Context: an optimization exercise on an open-source flow, tuned for small area, a short achievable clock period and few clock cycles. The choices shown serve that exercise and are no tape-out recipe.
At most, simulation tests tie the RTL to the original design; equivalence was not proved.
Power and IR drop assume default switching activity.

==> branch harbor <==
Design multicycle_CPU, start of the top module:
module multicycle_CPU(
    input CLK,
    input reset,
    output [31:0] imem_addr,       
    input  [31:0] imem_rdata,      
    output [31:0] dmem_addr,       
    output [31:0] dmem_wdata,      
    output        dmem_we,         
    input  [31:0] dmem_rdata       
    );
  localparam [5:0]
    F_ADD = 6'b100000, F_SUB = 6'b100001, F_AND = 6'b100100, F_OR = 6'b100101,
    F_MOVN = 6'b001011, F_MOVZ = 6'b001010, F_SLL = 6'b000000, F_SLT = 6'b101010,
    F_JR = 6'b001000,
    O_ADDI = 6'b001100, O_ORI = 6'b001101, O_SW = 6'b101011, O_LW = 6'b100011,
    O_BEQ = 6'b000100, O_J = 6'b000010, O_JAL = 6'b000011;
  reg  [31:0] pc;                  
  reg  [31:0] ras;                 
  reg         ras_v;
  reg         dv;                  
  reg  [31:0] d_ir;
  reg  [31:0] dpc;
  reg         xv;                  
  reg  [31:0] xa;                  
  reg  [31:0] xb;                  
  reg  [31:0] xc;                  
  reg  [4:0]  xdst;
  reg         xfa, xfb, xfc;       
  reg         x_and, x_or, x_slt, x_sll, x_pass, x_sub;
  reg         x_movn, x_movz, x_beq, x_jr, x_lw, x_sw, x_wr, x_wm, x_hold;
  reg  [31:0] mres;                
  reg  [31:0] mwd;
  reg  [4:0]  mdst;
  reg         mwe, mload, mst;
  reg  [31:0] rf [1:31];
  assign dmem_addr  = mres;
  assign dmem_wdata = mwd;
  assign dmem_we    = mst;
  wire [31:0] m_wdata = mload ? dmem_rdata : mres;
  always @(posedge CLK) begin
    if (mwe) rf[mdst] <= m_wdata;
  end
  wire [31:0] a = xfa ? mres : xa;
  wire [31:0] b = xfb ? mres : xb;
  wire [31:0] c = xfc ? mres : xc;
  wire [31:0] sum  = a + (x_sub ? ~b : b) + {31'd0, x_sub};
  wire        lt   = (a[31] ^ b[31]) ? a[31] : sum[31];
  wire        b_zero = (b == 32'd0);
  wire        eq   = (a == b);
  reg [31:0] res;
  always @(*) begin
    if (x_and)       res = a & b;
    else if (x_or)   res = a | b;
    else if (x_slt)  res = {31'd0, lt};
    else if (x_sll)  res = a << b[4:0];
    else if (x_pass) res = a;
    else             res = sum;
  end
  wire x_we = x_wr | (x_movn & ~b_zero) | (x_movz & b_zero);
  wire x_redirect = xv & ((x_beq & eq) | (x_jr & ~(dv & (a == dpc))));
  wire [31:0] x_target = x_jr ? a : xc;
  wire [5:0] op   = d_ir[31:26];
  wire [4:0] rs   = d_ir[25:21];
  ...
clock: 13.0 ns
lec_check: 0
cap_margin: 20
core_margin: 2
core_utilization: 40
slew_margin: 20
standard.sh (not shown) runs the stock make flow with config.mk's settings and CLKGATE_MAP_FILE= SYNTH_SCRIPT=/design/flow/synth_recipe.tcl, a recipe that flattens the netlist after the stock synthesis.
==> flow/flow/run.sh <==
#!/bin/bash
# The standard layout (the standard.sh: standard synthesis, then ORFS
# floorplan to finish), with timing repair aiming for a larger setup slack
# than the clock period asks for. Each step's output goes to a log here.
set -euo pipefail
MARGIN=9
bash standard.sh synth > synth.log 2>&1
bash standard.sh SETUP_SLACK_MARGIN=$MARGIN finish > layout.log 2>&1
==> inputs of branch juniper, as changes to branch harbor <==
--- a/flow/design.v
+++ b/flow/design.v
@@ -315,23 +315,24 @@
     O_ADDI = 6'b001100, O_ORI = 6'b001101, O_SW = 6'b101011, O_LW = 6'b100011,
     O_BEQ = 6'b000100, O_J = 6'b000010, O_JAL = 6'b000011;
   reg  [31:0] pc;                  
   reg  [31:0] ras;                 
   reg         ras_v;
   reg         dv;                  
   reg  [31:0] d_ir;
   reg  [31:0] dpc;
+  reg  [31:1] d_rs_oh, d_rt_oh;    
   reg         xv;                  
   reg  [31:0] xa;                  
   reg  [31:0] xb;                  
   reg  [31:0] xc;                  
   reg  [4:0]  xdst;
   reg         xfa, xfb, xfc;       
-  reg         x_and, x_or, x_slt, x_sll, x_pass, x_sub;
+  reg         x_and, x_or, x_slt, x_sll, x_pass, x_sub, x_arith;
   reg         x_movn, x_movz, x_beq, x_jr, x_lw, x_sw, x_wr, x_wm, x_hold;
   reg  [31:0] mres;                
   reg  [31:0] mwd;
   reg  [4:0]  mdst;
   reg         mwe, mload, mst;
   reg  [31:0] rf [1:31];
   assign dmem_addr  = mres;
   assign dmem_wdata = mwd;
@@ -342,25 +343,25 @@
   end
   wire [31:0] a = xfa ? mres : xa;
   wire [31:0] b = xfb ? mres : xb;
   wire [31:0] c = xfc ? mres : xc;
   wire [31:0] sum  = a + (x_sub ? ~b : b) + {31'd0, x_sub};
   wire        lt   = (a[31] ^ b[31]) ? a[31] : sum[31];
   wire        b_zero = (b == 32'd0);
   wire        eq   = (a == b);
-  reg [31:0] res;
+  reg [31:0] other;
   always @(*) begin
-    if (x_and)       res = a & b;
-    else if (x_or)   res = a | b;
-    else if (x_slt)  res = {31'd0, lt};
-    else if (x_sll)  res = a << b[4:0];
-    else if (x_pass) res = a;
-    else             res = sum;
+    if (x_and)       other = a & b;
+    else if (x_or)   other = a | b;
+    else if (x_sll)  other = a << b[4:0];
+    else if (x_pass) other = a;
+    else             other = 32'd0;
   end
+  wire [31:0] res = ({32{x_arith}} & sum) | other | {31'd0, x_slt & lt};
   wire x_we = x_wr | (x_movn & ~b_zero) | (x_movz & b_zero);
   wire x_redirect = xv & ((x_beq & eq) | (x_jr & ~(dv & (a == dpc))));
   wire [31:0] x_target = x_jr ? a : xc;
   wire [5:0] op   = d_ir[31:26];
   wire [4:0] rs   = d_ir[25:21];
   wire [4:0] rt   = d_ir[20:16];
   wire [4:0] rd   = d_ir[15:11];
   wire [4:0] sa   = d_ir[10:6];
@@ -392,34 +393,42 @@
   wire use_rb = (is_r & ~d_sll) | (d_beq & ~d_pred);   
   wire use_rc = d_sw;                                 
   reg [31:0] rf_a, rf_b;
   integer k;
   always @(*) begin
     rf_a = 32'd0;
     rf_b = 32'd0;
     for (k = 1; k < 32; k = k + 1) begin
-      rf_a = rf_a | ({32{rs == k}} & rf[k]);
-      rf_b = rf_b | ({32{rt == k}} & rf[k]);
+      rf_a = rf_a | ({32{d_rs_oh[k]}} & rf[k]);
+      rf_b = rf_b | ({32{d_rt_oh[k]}} & rf[k]);
     end
   end
   wire [31:0] da = (mwe & (mdst == rs)) ? m_wdata : rf_a;
   wire [31:0] db = (mwe & (mdst == rt)) ? m_wdata : rf_b;
   wire hit_a = xv & x_wm & (xdst == rs);
   wire hit_b = xv & x_wm & (xdst == rt);
   wire ld_stall = dv & xv & x_hold & ((use_rs & hit_a) | ((use_rb | use_rc) & hit_b));
   wire [31:0] d_sum = dpc + {(d_jal ? 30'd2 : ({{14{imm[15]}}, imm} + 30'd1)), 2'b00};
   wire d_redirect = dv & d_pred & ~x_redirect;
   wire [31:0] d_opb = d_sll ? {27'd0, sa} : (is_r | d_beq) ? db :
                       d_ori ? {16'd0, imm} : {{16{imm[15]}}, imm};
   assign imem_addr = pc;
   wire [31:0] fi  = imem_rdata;
   wire [31:0] pc4 = pc + 32'd4;
   wire f_jmp = (fi[31:27] == 5'b00001);                       
   wire f_jr  = (fi[31:26] == 6'd0) & (fi[5:0] == F_JR) & ras_v;
+  reg  [31:1] f_rs_oh, f_rt_oh;
+  integer j;
+  always @(*) begin
+    for (j = 1; j < 32; j = j + 1) begin
+      f_rs_oh[j] = (fi[25:21] == j);
+      f_rt_oh[j] = (fi[20:16] == j);
+    end
+  end
   wire [31:0] f_next = f_jmp ? {pc4[31:28], fi[25:0], 2'b00} :
                        f_jr  ? ras : pc4;
   wire d_go = dv & ~x_redirect & ~ld_stall & ~d_pred;
   always @(posedge CLK or posedge reset) begin
     if (reset) begin
       pc    <= 32'd0;
       ras_v <= 1'b0;
       dv    <= 1'b0;
@@ -445,31 +454,34 @@
       xv    <= d_go;
       mwe   <= xv & x_we;
       mload <= xv & x_lw;
       mst   <= xv & x_sw;
     end
   end
   always @(posedge CLK) begin
     d_ir <= fi;
+    d_rs_oh <= f_rs_oh;
+    d_rt_oh <= f_rt_oh;
     dpc  <= pc;
     if (dv & d_jal) ras <= d_sum;
     xa       <= d_jal ? d_sum : da;
     xb       <= d_opb;
     xc       <= d_beq ? d_sum : db;
     xdst     <= d_dst;
     xfa      <= hit_a & use_rs;
     xfb      <= hit_b & use_rb;
     xfc      <= hit_b & use_rc;
     x_and    <= d_and;
     x_or     <= d_or | d_ori;
     x_slt    <= d_slt;
     x_sll    <= d_sll;
     x_pass   <= d_movn | d_movz | d_jal;
     x_sub    <= d_sub | d_slt;
+    x_arith  <= ~(d_and | d_or | d_ori | d_slt | d_sll | d_movn | d_movz | d_jal);
     x_movn   <= d_movn & d_nz;
     x_movz   <= d_movz & d_nz;
     x_beq    <= d_beq;
     x_jr     <= d_jr;
     x_lw     <= d_lw & d_nz;
     x_sw     <= d_sw;
     x_wr     <= d_wr;
     x_wm     <= d_wr | d_cw;
Settings changed: CORE_UTILIZATION 40 to 60, CTS_CLUSTER_DIAMETER set to 100, CTS_CLUSTER_SIZE set to 20.
==> run notes <==
- Of branch harbor and branch juniper, branch harbor has the higher total power (gap 13%, measured against branch juniper).
- Against branch juniper, the combinational power of branch harbor is larger by about 5%.
- In branch juniper the die area is smaller than in branch harbor, by 31%.
- Against branch juniper, the via count of branch harbor is higher by about 0.25%.
- In branch juniper the synthesized cell count is larger than in branch harbor, by 2.5%.
- Of branch harbor and branch juniper, branch juniper has the higher core utilization (gap 18 points).
- Branch juniper finished but fails on max-capacitance violations, max-slew violations. Branch harbor finished clean.
Testbench counts of branch harbor, summed over its fixed seeds: cycles 64,690.
Testbench counts of branch juniper, summed over its fixed seeds: cycles 64,690.

========
==> v29 <==
multicycle_CPU, a different RTL version from the one above (not shown whole).
==> flow/config.mk <==
export PLATFORM = sky130hd
export DESIGN_NAME = multicycle_CPU
export DESIGN_NICKNAME = multicycle_CPU
export VERILOG_FILES = /design/flow/design.v
export SDC_FILE = /design/flow/constraint.sdc
export NUM_CORES = 4
export LEC_CHECK = 0
export CAP_MARGIN = 20
export CORE_MARGIN = 2
export CORE_UTILIZATION = 60
export CTS_CLUSTER_DIAMETER = 100
export CTS_CLUSTER_SIZE = 20
export SLEW_MARGIN = 20
==> flow/constraint.sdc <==
create_clock -name core_clock -period 13.0 [get_ports {CLK}]
set_input_delay 2.6000 -clock core_clock [delete_from_list [all_inputs] [get_ports {CLK}]]
set_output_delay 2.6000 -clock core_clock [all_outputs]
set_load 0.01 [all_outputs]
Scripts as last shown in full above: flow/flow/run.sh
==> v20 (differences from v29) <==
--- a/flow/design.v
+++ b/flow/design.v
@@ -317,19 +317,20 @@
   reg  [31:0] pc;                  
   reg  [31:0] ras;                 
   reg         ras_v;
   reg         dv;                  
   reg  [31:0] d_ir;
   reg  [31:0] dpc;
+  reg  [31:1] d_rs_oh, d_rt_oh;    
   reg         xv;                  
   reg  [31:0] xa;                  
   reg  [31:0] xb;                  
   reg  [31:0] xc;                  
   reg  [4:0]  xdst;
   reg         xfa, xfb, xfc;       
-  reg         x_and, x_or, x_slt, x_sll, x_pass, x_sub, x_arith;
+  reg         x_and, x_or, x_slt, x_sll, x_pass, x_sub;
   reg         x_movn, x_movz, x_beq, x_jr, x_lw, x_sw, x_wr, x_wm, x_hold;
   reg  [31:0] mres;                
   reg  [31:0] mwd;
   reg  [4:0]  mdst;
   reg         mwe, mload, mst;
   reg  [31:0] rf [1:31];
@@ -344,21 +345,21 @@
   wire [31:0] b = xfb ? mres : xb;
   wire [31:0] c = xfc ? mres : xc;
   wire [31:0] sum  = a + (x_sub ? ~b : b) + {31'd0, x_sub};
   wire        lt   = (a[31] ^ b[31]) ? a[31] : sum[31];
   wire        b_zero = (b == 32'd0);
   wire        eq   = (a == b);
-  reg [31:0] other;
+  reg [31:0] res;
   always @(*) begin
-    if (x_and)       other = a & b;
-    else if (x_or)   other = a | b;
-    else if (x_sll)  other = a << b[4:0];
-    else if (x_pass) other = a;
-    else             other = 32'd0;
+    if (x_and)       res = a & b;
+    else if (x_or)   res = a | b;
+    else if (x_slt)  res = {31'd0, lt};
+    else if (x_sll)  res = a << b[4:0];
+    else if (x_pass) res = a;
+    else             res = sum;
   end
-  wire [31:0] res = ({32{x_arith}} & sum) | other | {31'd0, x_slt & lt};
   wire x_we = x_wr | (x_movn & ~b_zero) | (x_movz & b_zero);
   wire x_redirect = xv & ((x_beq & eq) | (x_jr & ~(dv & (a == dpc))));
   wire [31:0] x_target = x_jr ? a : xc;
   wire [5:0] op   = d_ir[31:26];
   wire [4:0] rs   = d_ir[25:21];
   wire [4:0] rt   = d_ir[20:16];
@@ -394,14 +395,14 @@
   reg [31:0] rf_a, rf_b;
   integer k;
   always @(*) begin
     rf_a = 32'd0;
     rf_b = 32'd0;
     for (k = 1; k < 32; k = k + 1) begin
-      rf_a = rf_a | ({32{rs == k}} & rf[k]);
-      rf_b = rf_b | ({32{rt == k}} & rf[k]);
+      rf_a = rf_a | ({32{d_rs_oh[k]}} & rf[k]);
+      rf_b = rf_b | ({32{d_rt_oh[k]}} & rf[k]);
     end
   end
   wire [31:0] da = (mwe & (mdst == rs)) ? m_wdata : rf_a;
   wire [31:0] db = (mwe & (mdst == rt)) ? m_wdata : rf_b;
   wire hit_a = xv & x_wm & (xdst == rs);
   wire hit_b = xv & x_wm & (xdst == rt);
@@ -412,12 +413,20 @@
                       d_ori ? {16'd0, imm} : {{16{imm[15]}}, imm};
   assign imem_addr = pc;
   wire [31:0] fi  = imem_rdata;
   wire [31:0] pc4 = pc + 32'd4;
   wire f_jmp = (fi[31:27] == 5'b00001);                       
   wire f_jr  = (fi[31:26] == 6'd0) & (fi[5:0] == F_JR) & ras_v;
+  reg  [31:1] f_rs_oh, f_rt_oh;
+  integer j;
+  always @(*) begin
+    for (j = 1; j < 32; j = j + 1) begin
+      f_rs_oh[j] = (fi[25:21] == j);
+      f_rt_oh[j] = (fi[20:16] == j);
+    end
+  end
   wire [31:0] f_next = f_jmp ? {pc4[31:28], fi[25:0], 2'b00} :
                        f_jr  ? ras : pc4;
   wire d_go = dv & ~x_redirect & ~ld_stall & ~d_pred;
   always @(posedge CLK or posedge reset) begin
     if (reset) begin
       pc    <= 32'd0;
@@ -447,12 +456,14 @@
       mload <= xv & x_lw;
       mst   <= xv & x_sw;
     end
   end
   always @(posedge CLK) begin
     d_ir <= fi;
+    d_rs_oh <= f_rs_oh;
+    d_rt_oh <= f_rt_oh;
     dpc  <= pc;
     if (dv & d_jal) ras <= d_sum;
     xa       <= d_jal ? d_sum : da;
     xb       <= d_opb;
     xc       <= d_beq ? d_sum : db;
     xdst     <= d_dst;
@@ -462,13 +473,12 @@
     x_and    <= d_and;
     x_or     <= d_or | d_ori;
     x_slt    <= d_slt;
     x_sll    <= d_sll;
     x_pass   <= d_movn | d_movz | d_jal;
     x_sub    <= d_sub | d_slt;
-    x_arith  <= ~(d_and | d_or | d_ori | d_slt | d_sll | d_movn | d_movz | d_jal);
     x_movn   <= d_movn & d_nz;
     x_movz   <= d_movz & d_nz;
     x_beq    <= d_beq;
     x_jr     <= d_jr;
     x_lw     <= d_lw & d_nz;
     x_sw     <= d_sw;
--- a/flow/config.mk
+++ b/flow/config.mk
@@ -4,10 +4,10 @@
 export VERILOG_FILES = /design/flow/design.v
 export SDC_FILE = /design/flow/constraint.sdc
 export NUM_CORES = 4
 export LEC_CHECK = 0
 export CAP_MARGIN = 20
 export CORE_MARGIN = 2
-export CORE_UTILIZATION = 60
+export CORE_UTILIZATION = 40
 export CTS_CLUSTER_DIAMETER = 100
 export CTS_CLUSTER_SIZE = 20
 export SLEW_MARGIN = 20
==> v14 (differences from v29) <==
--- a/flow/design.v
+++ b/flow/design.v
@@ -318,55 +318,55 @@
   reg  [31:0] ras;                 
   reg         ras_v;
   reg         dv;                  
   reg  [31:0] d_ir;
   reg  [31:0] dpc;
   reg         xv;                  
-  reg  [31:0] xa;                  
-  reg  [31:0] xb;                  
-  reg  [31:0] xc;                  
+  reg  [31:0] xa, xb;
+  reg  [15:0] ximm;
   reg  [4:0]  xdst;
-  reg         xfa, xfb, xfc;       
-  reg         x_and, x_or, x_slt, x_sll, x_pass, x_sub, x_arith;
-  reg         x_movn, x_movz, x_beq, x_jr, x_lw, x_sw, x_wr, x_wm, x_hold;
+  reg         xfa, xfb;            
+  reg         x_and, x_or, x_slt, x_sll, x_pass, x_sub, x_useimm, x_sext;
+  reg         x_movn, x_movz, x_beq, x_jr, x_lw, x_sw, x_wr, x_wm;
   reg  [31:0] mres;                
   reg  [31:0] mwd;
   reg  [4:0]  mdst;
   reg         mwe, mload, mst;
   reg  [31:0] rf [1:31];
   assign dmem_addr  = mres;
   assign dmem_wdata = mwd;
   assign dmem_we    = mst;
   wire [31:0] m_wdata = mload ? dmem_rdata : mres;
   always @(posedge CLK) begin
     if (mwe) rf[mdst] <= m_wdata;
   end
-  wire [31:0] a = xfa ? mres : xa;
-  wire [31:0] b = xfb ? mres : xb;
-  wire [31:0] c = xfc ? mres : xc;
-  wire [31:0] sum  = a + (x_sub ? ~b : b) + {31'd0, x_sub};
+  wire [31:0] a = (xfa & mwe) ? mres : xa;
+  wire [31:0] b = (xfb & mwe) ? mres : xb;
+  wire [31:0] ximm_ext = {{16{ximm[15] & x_sext}}, ximm};
+  wire [31:0] opb  = x_useimm ? ximm_ext : b;
+  wire [31:0] sum  = a + (x_sub ? ~opb : opb) + {31'd0, x_sub};
   wire        lt   = (a[31] ^ b[31]) ? a[31] : sum[31];
   wire        b_zero = (b == 32'd0);
   wire        eq   = (a == b);
-  reg [31:0] other;
+  reg [31:0] res;
   always @(*) begin
-    if (x_and)       other = a & b;
-    else if (x_or)   other = a | b;
-    else if (x_sll)  other = a << b[4:0];
-    else if (x_pass) other = a;
-    else             other = 32'd0;
+    if (x_and)       res = a & b;
+    else if (x_or)   res = a | opb;
+    else if (x_slt)  res = {31'd0, lt};
+    else if (x_sll)  res = a << ximm[10:6];
+    else if (x_pass) res = a;
+    else             res = sum;
   end
-  wire [31:0] res = ({32{x_arith}} & sum) | other | {31'd0, x_slt & lt};
   wire x_we = x_wr | (x_movn & ~b_zero) | (x_movz & b_zero);
+  wire [31:0] x_btarget = dpc + {{14{ximm[15]}}, ximm, 2'b00};
   wire x_redirect = xv & ((x_beq & eq) | (x_jr & ~(dv & (a == dpc))));
-  wire [31:0] x_target = x_jr ? a : xc;
+  wire [31:0] x_target = x_jr ? a : x_btarget;
   wire [5:0] op   = d_ir[31:26];
   wire [4:0] rs   = d_ir[25:21];
   wire [4:0] rt   = d_ir[20:16];
   wire [4:0] rd   = d_ir[15:11];
-  wire [4:0] sa   = d_ir[10:6];
   wire [5:0] func = d_ir[5:0];
   wire [15:0] imm = d_ir[15:0];
   wire is_r   = (op == 6'd0);
   wire d_add  = is_r & (func == F_ADD);
   wire d_sub  = is_r & (func == F_SUB);
   wire d_and  = is_r & (func == F_AND);
@@ -382,18 +382,17 @@
   wire d_sw   = (op == O_SW);
   wire d_beq  = (op == O_BEQ);
   wire d_j    = (op == O_J);
   wire d_jal  = (op == O_JAL);
   wire d_pred = d_beq & (rs == rt);
   wire [4:0] d_dst = d_jal ? 5'd31 : (is_r ? rd : rt);
-  wire d_nz  = (d_dst != 5'd0);
-  wire d_wr  = (d_add | d_sub | d_and | d_or | d_slt | d_sll | d_addi | d_ori | d_lw | d_jal) & d_nz;
-  wire d_cw  = (d_movn | d_movz) & d_nz;             
+  wire d_wr  = (d_add | d_sub | d_and | d_or | d_slt | d_sll | d_addi | d_ori | d_lw | d_jal)
+               & (d_dst != 5'd0);
+  wire d_wm  = (d_wr | d_movn | d_movz) & (d_dst != 5'd0);
   wire use_rs = ~(d_j | d_jal | d_pred);
-  wire use_rb = (is_r & ~d_sll) | (d_beq & ~d_pred);   
-  wire use_rc = d_sw;                                 
+  wire use_rt = is_r | d_sw | (d_beq & ~d_pred);
   reg [31:0] rf_a, rf_b;
   integer k;
   always @(*) begin
     rf_a = 32'd0;
     rf_b = 32'd0;
     for (k = 1; k < 32; k = k + 1) begin
@@ -402,17 +401,15 @@
     end
   end
   wire [31:0] da = (mwe & (mdst == rs)) ? m_wdata : rf_a;
   wire [31:0] db = (mwe & (mdst == rt)) ? m_wdata : rf_b;
   wire hit_a = xv & x_wm & (xdst == rs);
   wire hit_b = xv & x_wm & (xdst == rt);
-  wire ld_stall = dv & xv & x_hold & ((use_rs & hit_a) | ((use_rb | use_rc) & hit_b));
+  wire ld_stall = dv & xv & x_lw & ((use_rs & hit_a) | (use_rt & hit_b));
   wire [31:0] d_sum = dpc + {(d_jal ? 30'd2 : ({{14{imm[15]}}, imm} + 30'd1)), 2'b00};
   wire d_redirect = dv & d_pred & ~x_redirect;
-  wire [31:0] d_opb = d_sll ? {27'd0, sa} : (is_r | d_beq) ? db :
-                      d_ori ? {16'd0, imm} : {{16{imm[15]}}, imm};
   assign imem_addr = pc;
   wire [31:0] fi  = imem_rdata;
   wire [31:0] pc4 = pc + 32'd4;
   wire f_jmp = (fi[31:27] == 5'b00001);                       
   wire f_jr  = (fi[31:26] == 6'd0) & (fi[5:0] == F_JR) & ras_v;
   wire [31:0] f_next = f_jmp ? {pc4[31:28], fi[25:0], 2'b00} :
@@ -450,33 +447,32 @@
   end
   always @(posedge CLK) begin
     d_ir <= fi;
     dpc  <= pc;
     if (dv & d_jal) ras <= d_sum;
     xa       <= d_jal ? d_sum : da;
-    xb       <= d_opb;
-    xc       <= d_beq ? d_sum : db;
+    xb       <= db;
+    ximm     <= imm;
     xdst     <= d_dst;
     xfa      <= hit_a & use_rs;
-    xfb      <= hit_b & use_rb;
-    xfc      <= hit_b & use_rc;
+    xfb      <= hit_b & use_rt;
     x_and    <= d_and;
     x_or     <= d_or | d_ori;
     x_slt    <= d_slt;
     x_sll    <= d_sll;
     x_pass   <= d_movn | d_movz | d_jal;
     x_sub    <= d_sub | d_slt;
-    x_arith  <= ~(d_and | d_or | d_ori | d_slt | d_sll | d_movn | d_movz | d_jal);
-    x_movn   <= d_movn & d_nz;
-    x_movz   <= d_movz & d_nz;
+    x_useimm <= ~is_r;
+    x_sext   <= ~d_ori;
+    x_movn   <= d_movn & (d_dst != 5'd0);
+    x_movz   <= d_movz & (d_dst != 5'd0);
     x_beq    <= d_beq;
     x_jr     <= d_jr;
-    x_lw     <= d_lw & d_nz;
+    x_lw     <= d_lw & (d_dst != 5'd0);
     x_sw     <= d_sw;
     x_wr     <= d_wr;
-    x_wm     <= d_wr | d_cw;
-    x_hold   <= (d_lw & d_nz) | d_cw;
+    x_wm     <= d_wm;
     mres     <= res;
-    mwd      <= c;
+    mwd      <= b;
     mdst     <= xdst;
   end
 endmodule
==> flow/config.mk (replaced) <==
export PLATFORM = sky130hd
export DESIGN_NAME = multicycle_CPU
export DESIGN_NICKNAME = multicycle_CPU
export VERILOG_FILES = /design/flow/design.v
export SDC_FILE = /design/flow/constraint.sdc
export NUM_CORES = 4
export LEC_CHECK = 0
export CAP_MARGIN = 20
export CORE_MARGIN = 2
export CORE_UTILIZATION = 40
export SLEW_MARGIN = 20
==> comparison table <==
| metric | v14 | v29 | v20 |
|---|---|---|---|
| Standard-cell rows | 144 | 117 | 145 |
| Final Skew | 0.07679 ns | 0.03421 ns | 0.04565 ns |
| Run status | no timing/DRC/antenna violations | no timing/DRC/antenna violations | no timing/DRC/antenna violations |
| Startpoint of the worst-slack reg-to-reg timing path | mwe | d_ir[17] | d_ir[2] |
| Number of tap instances | 2044 | 1368 | 2058 |
| Post-layout instance area | 74970 um2 | 70550 um2 | 72070 um2 |
| Worst VDD drop | 0.1225 mV | 0.1394 mV | 0.09469 mV |
| Multi-input gate area in the final layout | 25970 um2 | 24740 um2 | 24410 um2 |
| Via total after detailed routing | 56580 | 55180 | 54210 |
| Sequential Power | 5.41 mW | 5.42 mW | 5.63 mW |
| Final Hold Slack | 0.3863 ns | 0.4095 ns | 0.4065 ns |
| Global-route met1 utilization | 46.61% | 65.28% | 46.12% |
| 1st-pass router iterations | 14 | 13 | 12 |
| Number of clock buffers inserted by TritonCTS | 140 | 77 | 80 |
| Count of clock tree sinks | 1298 | 1315 | 1376 |
| Combinational group power | 3.07 mW | 2.75 mW | 2.77 mW |
| Core region area | 153900 um2 | 101700 um2 | 156200 um2 |
| Effective utilization at floorplan | 40.19% | 60.42% | 40.27% |
Testbench counts of v29, summed over its fixed seeds: cycles 64,690.
Testbench counts of v20, summed over its fixed seeds: cycles 64,690.
No functional check of the RTL was part of v14.

[what the ideal ports hide]
No port has a modelled driver above. Below, the same layouts with a new extraction and two added sets of constraints.
Step 1, drivers: a clkbuf_16 drives CLK and a buf_2 each remaining input, both assumed.
Step 2 times the ports against the registers' clock, not the clock port: input delays grow and output delays shrink by t, the midpoint of the rising clock arrivals with the driver on.
Three values: ideal ports, drivers, drivers and shift; two values: the first two.
| run | t (ns) | slack for setup (ns) | hold slack, ns | worst setup path after step 2 |
|---|---|---|---|---|
| branch harbor | 0.885 | 8.784 / 8.784 / 8.117 | 0.383 / 0.383 / 0.383 | input to register |
| branch juniper | 0.795 | 8.961 / 8.948 / 8.204 | 0.397 / 0.397 / 0.397 | input to register |
| v29 | 0.796 | 8.813 / 8.813 / 8.181 | 0.409 / 0.409 / 0.409 | input to register |
| v20 | 0.818 | 8.986 / 8.902 / 8.235 | 0.407 / 0.407 / 0.407 | input to register |
| v14 | 0.877 | 8.833 / 8.833 / 8.062 | 0.386 / 0.386 / 0.386 | input to register |
The setup slack of v14, which loses most, moves by 0.000 ns with the drivers and by -0.771 ns with both steps.
